This design comes from an exercise in tuning for small area, a short achievable clock period and few clock cycles per item on the open sky130 flow, not from production work. At most, simulation tests tie the RTL to the original design; equivalence was not proved.

==> flow/design.v (excerpt) <==
module seg_plan(clk,rst,start,ox,oy,oz,dx,dy,dz,mod,v_con,n,
                done,dirx,diry,dirz,disx,disy,disz,vx,vy,vz);
parameter S = 9;                   
localparam K = (26 + S - 1) / S;   
parameter KMIN = K - 1;            
input clk;
input rst;
input start;
input [10:0] ox,oy,dx,dy;
input [8:0] oz,dz;
input mod;
input [3:0] v_con;
input [3:0] n;
output reg done;
output reg dirx,diry,dirz;
output [10:0] disx,disy;
output [8:0] disz;
output reg [25:0] vx,vy,vz;
reg [10:0] ax,ay,bx;
reg [8:0] az,bz;
reg m_r;
reg [3:0] s_r;
reg minx,miny,needz_r;
reg setup;
reg [2:0] cnt;
assign disx=ax;
assign disy=ay;
assign disz=az;
wire [16:0] vv;
wire [4:0] sel={m_r,s_r};
wire [11:0] bd;
assign bd[0]=(sel==5'd12)|(sel==5'd14);
assign bd[1]=(sel==5'd1)|(sel==5'd2)|(sel==5'd4)|(sel==5'd7)|(sel==5'd9)|(sel==5'd11)|(sel==5'd15)|(sel==5'd17)|(sel==5'd19)|(sel==5'd21)|(sel==5'd23)|(sel==5'd25)|(sel==5'd27)|(sel==5'd29)|(sel==5'd31);
assign bd[2]=(sel==5'd4)|(sel==5'd9)|(sel==5'd14)|(sel==5'd19)|(sel==5'd27);
assign bd[3]=(sel==5'd0)|(sel==5'd3)|(sel==5'd6)|(sel==5'd10)|(sel==5'd15)|(sel==5'd18)|(sel==5'd22)|(sel==5'd23)|(sel==5'd26)|(sel==5'd30)|(sel==5'd31);
assign bd[4]=(sel==5'd2)|(sel==5'd5)|(sel==5'd11)|(sel==5'd12)|(sel==5'd13)|(sel==5'd14)|(sel==5'd17)|(sel==5'd20)|(sel==5'd25)|(sel==5'd28);
assign bd[5]=(sel==5'd0)|(sel==5'd10)|(sel==5'd22)|(sel==5'd28)|(sel==5'd30);
assign bd[6]=(sel==5'd1)|(sel==5'd5)|(sel==5'd6)|(sel==5'd7)|(sel==5'd8)|(sel==5'd9)|(sel==5'd10)|(sel==5'd18)|(sel==5'd21)|(sel==5'd24)|(sel==5'd25)|(sel==5'd27)|(sel==5'd30)|(sel==5'd31);
assign bd[7]=(sel==5'd2)|(sel==5'd3)|(sel==5'd4)|(sel==5'd16)|(sel==5'd19)|(sel==5'd20)|(sel==5'd26);
assign bd[8]=(sel==5'd1)|(sel==5'd21)|(sel==5'd27);
assign bd[9]=(sel==5'd0)|(sel==5'd1)|(sel==5'd21)|(sel==5'd22)|(sel==5'd23)|(sel==5'd24)|(sel==5'd25)|(sel==5'd26);
assign bd[10]=(sel==5'd16)|(sel==5'd27)|(sel==5'd28)|(sel==5'd29)|(sel==5'd30)|(sel==5'd31);
assign bd[11]=1'b0;
assign vv[0]=1'b0;
assign vv[1]=1'b0;
assign vv[2]=(sel==5'd12)|(sel==5'd14);
assign vv[3]=(sel==5'd1)|(sel==5'd2)|(sel==5'd4)|(sel==5'd7)|(sel==5'd9)|(sel==5'd11)|(sel==5'd14)|(sel==5'd15)|(sel==5'd17)|(sel==5'd19)|(sel==5'd21)|(sel==5'd23)|(sel==5'd25)|(sel==5'd27)|(sel==5'd29)|(sel==5'd31);
  ...
==> flow/config.mk <==
export PLATFORM = sky130hd
export DESIGN_NAME = seg_plan
export DESIGN_NICKNAME = seg_plan
export VERILOG_FILES = /design/flow/design.v
export SDC_FILE = /design/flow/constraint.sdc
export NUM_CORES = 4
export LEC_CHECK = 0
export ABC_AREA = 1
export CAP_MARGIN = 20
export CORE_MARGIN = 2
export CORE_UTILIZATION = 40
export SLEW_MARGIN = 20
==> flow/constraint.sdc <==
create_clock -name core_clock -period 100.0 [get_ports {clk}]
set_input_delay 20.0000 -clock core_clock [delete_from_list [all_inputs] [get_ports {clk}]]
set_output_delay 20.0000 -clock core_clock [all_outputs]
set_load 0.01 [all_outputs]
standard.sh (not shown) runs the stock make flow with config.mk's settings and CLKGATE_MAP_FILE= SYNTH_SCRIPT=/design/flow/synth_recipe.tcl, a recipe that flattens the netlist after the stock synthesis.
==> flow/flow/run.sh <==
#!/bin/bash
# The standard layout, with the port buffers made from buf_1 cells
# (ORFS's default picks clkdlybuf4s50_1, a larger and slower delay cell).
export BUFFER_PORTS_ARGS="-buffer_cell sky130_fd_sc_hd__buf_1"
bash standard.sh > standard.log 2>&1
The starting point ran to the end with no violations.
Change:
ABC_AREA = not set   (was 1)
- The new run completed without violations
- first-iteration DRC count goes up by roughly a tenth
- die area falls slightly
- worst hold slack stays flat
- setup slack is worse by 4.4 ns
- clock skew came out higher by 0.0046 ns
- synthesized area came out lower slightly
- count of clock-buffer cells in the layout stays the same
- final cell count fell by about a fifth
- global-route usage rose by 0.11 points
- utilization came out lower by 0.20 points
No run of this note included a check of the RTL's function; only the layout flow was run.

========
Another version of the RTL of seg_plan (not shown whole).
Size in the first run: about 2700 cells after synthesis, about 150 flip-flops, roughly 190 I/O pins.
clock: 100.0 ns
lec_check: 0
cap_margin: 20
core_margin: 2
core_utilization: 40
cts_buf_list: sky130_fd_sc_hd__clkbuf_4 sky130_fd_sc_hd__clkbuf_8
cts_cluster_size: 40
slew_margin: 20
Scripts as last shown in full above: flow/flow/run.sh
The first run finished clean.
Testbench counts at the start, summed over its fixed seeds: cycles 20,867, items 4,800.
Rerun with:
CTS_BUF_LIST = sky130_fd_sc_hd__clkbuf_8   (was sky130_fd_sc_hd__clkbuf_4 sky130_fd_sc_hd__clkbuf_8)
CTS_CLUSTER_SIZE = 60   (was 40)
=> Wire length stays flat. Synthesized area stays the same. Sequential share of layout area stays flat. Global-route usage is unchanged. Worst hold slack stays flat. Cell count is unchanged. Die area does not change. Register-to-register slack hardly moves. Setup slack hardly moves.

========
Starting RTL as in the previous note.
## seg_plan
module seg_plan(clk,rst,start,ox,oy,oz,dx,dy,dz,mod,v_con,n,
                done,dirx,diry,dirz,disx,disy,disz,vx,vy,vz);
parameter S = 7;                   
localparam K = (26 + S - 1) / S;   
parameter KMIN = K - 1;            
input clk;
input rst;
input start;
input [10:0] ox,oy,dx,dy;
input [8:0] oz,dz;
input mod;
input [3:0] v_con;
input [3:0] n;
output reg done;
output reg dirx,diry,dirz;
output [10:0] disx,disy;
output [8:0] disz;
output reg [25:0] vx,vy,vz;
reg [10:0] ax,ay,bx;
reg [8:0] az,bz;
reg m_r;
reg [3:0] s_r;
reg minx,miny,needz_r;
reg setup;
reg [2:0] cnt;
assign disx=ax;
assign disy=ay;
assign disz=az;
wire [16:0] vv;
wire [4:0] sel={m_r,s_r};
wire [11:0] bd;
assign bd[0]=(sel==5'd12)|(sel==5'd14);
assign bd[1]=(sel==5'd1)|(sel==5'd2)|(sel==5'd4)|(sel==5'd7)|(sel==5'd9)|(sel==5'd11)|(sel==5'd15)|(sel==5'd17)|(sel==5'd19)|(sel==5'd21)|(sel==5'd23)|(sel==5'd25)|(sel==5'd27)|(sel==5'd29)|(sel==5'd31);
assign bd[2]=(sel==5'd4)|(sel==5'd9)|(sel==5'd14)|(sel==5'd19)|(sel==5'd27);
assign bd[3]=(sel==5'd0)|(sel==5'd3)|(sel==5'd6)|(sel==5'd10)|(sel==5'd15)|(sel==5'd18)|(sel==5'd22)|(sel==5'd23)|(sel==5'd26)|(sel==5'd30)|(sel==5'd31);
assign bd[4]=(sel==5'd2)|(sel==5'd5)|(sel==5'd11)|(sel==5'd12)|(sel==5'd13)|(sel==5'd14)|(sel==5'd17)|(sel==5'd20)|(sel==5'd25)|(sel==5'd28);
assign bd[5]=(sel==5'd0)|(sel==5'd10)|(sel==5'd22)|(sel==5'd28)|(sel==5'd30);
assign bd[6]=(sel==5'd1)|(sel==5'd5)|(sel==5'd6)|(sel==5'd7)|(sel==5'd8)|(sel==5'd9)|(sel==5'd10)|(sel==5'd18)|(sel==5'd21)|(sel==5'd24)|(sel==5'd25)|(sel==5'd27)|(sel==5'd30)|(sel==5'd31);
assign bd[7]=(sel==5'd2)|(sel==5'd3)|(sel==5'd4)|(sel==5'd16)|(sel==5'd19)|(sel==5'd20)|(sel==5'd26);
assign bd[8]=(sel==5'd1)|(sel==5'd21)|(sel==5'd27);
assign bd[9]=(sel==5'd0)|(sel==5'd1)|(sel==5'd21)|(sel==5'd22)|(sel==5'd23)|(sel==5'd24)|(sel==5'd25)|(sel==5'd26);
assign bd[10]=(sel==5'd16)|(sel==5'd27)|(sel==5'd28)|(sel==5'd29)|(sel==5'd30)|(sel==5'd31);
assign bd[11]=1'b0;
assign vv[0]=1'b0;
assign vv[1]=1'b0;
assign vv[2]=(sel==5'd12)|(sel==5'd14);
  ...
clock: 100.0 ns
lec_check: 0
cap_margin: 20
core_margin: 2
core_utilization: 40
cts_buf_list: sky130_fd_sc_hd__clkbuf_8
cts_cluster_size: 40
slew_margin: 20
Scripts as last shown in full above: flow/flow/run.sh
Testbench counts at the start, summed over its fixed seeds: cycles 20,867, items 4,800.
==> next run, changes <==
--- a/flow/config.mk
+++ b/flow/config.mk
@@ -9,5 +9,3 @@
 export CORE_MARGIN = 2
 export CORE_UTILIZATION = 40
-export CTS_BUF_LIST = sky130_fd_sc_hd__clkbuf_8
-export CTS_CLUSTER_SIZE = 40
 export SLEW_MARGIN = 20
After rerunning:
- hold slack is worse by 0.0056 ns
- via count falls by 0.31%
- synthesized cell count stays the same
- cell area rises by 0.77%
- register-to-register slack is better by 0.06 ns
- routed wire length stays flat
- core utilization rises by 0.34 points
- fmax rises by 0.31%

static timing again, ports no longer ideal:
Ports are ideal in the flow. The routed layouts listed here were re-timed in OpenROAD.
Step 1 assumes that a clkbuf_16 drives the clock port and a buf_2 every other input.
Step 2 adds t to the input delays and takes it off the output delays; t is the mean of the earliest and latest rising clock arrival at the registers after step 1. Input paths then give back, and output paths get back, about the clock's delay inside the block.
Three values: ideal ports, drivers, drivers and shift; two values: the first two.
run | t, ns | setup slack, ns | hold slack, ns | worst setup path after step 2 | latest minus earliest clock arrival (ns)
the first run of note 1 | 0.516 | 76.981 / 76.981 / 76.981 | 0.515 / 0.515 / 0.515 | register to register | 0.021 / 0.022
the second run of note 1 | 0.529 | 72.534 / 72.534 / 72.534 | 0.513 / 0.513 / 0.513 | register to register | 0.026 / 0.026
the first run of note 2 | 0.608 | 78.518 / 78.466 / 79.055 | 0.470 / 0.470 / 0.470 | register to register | 0.027 / 0.028
the second run of note 2 | 0.607 | 78.517 / 78.465 / 79.050 | 0.470 / 0.470 / 0.470 | register to register | 0.027 / 0.027
the first run of note 3 | 0.607 | 78.517 / 78.465 / 79.050 | 0.470 / 0.470 / 0.470 | register to register | 0.027 / 0.027
the second run of note 3 | 0.542 | 78.584 / 78.530 / 79.071 | 0.465 / 0.465 / 0.465 | register to output | 0.019 / 0.019
After both steps setup and hold are still met in every run listed.
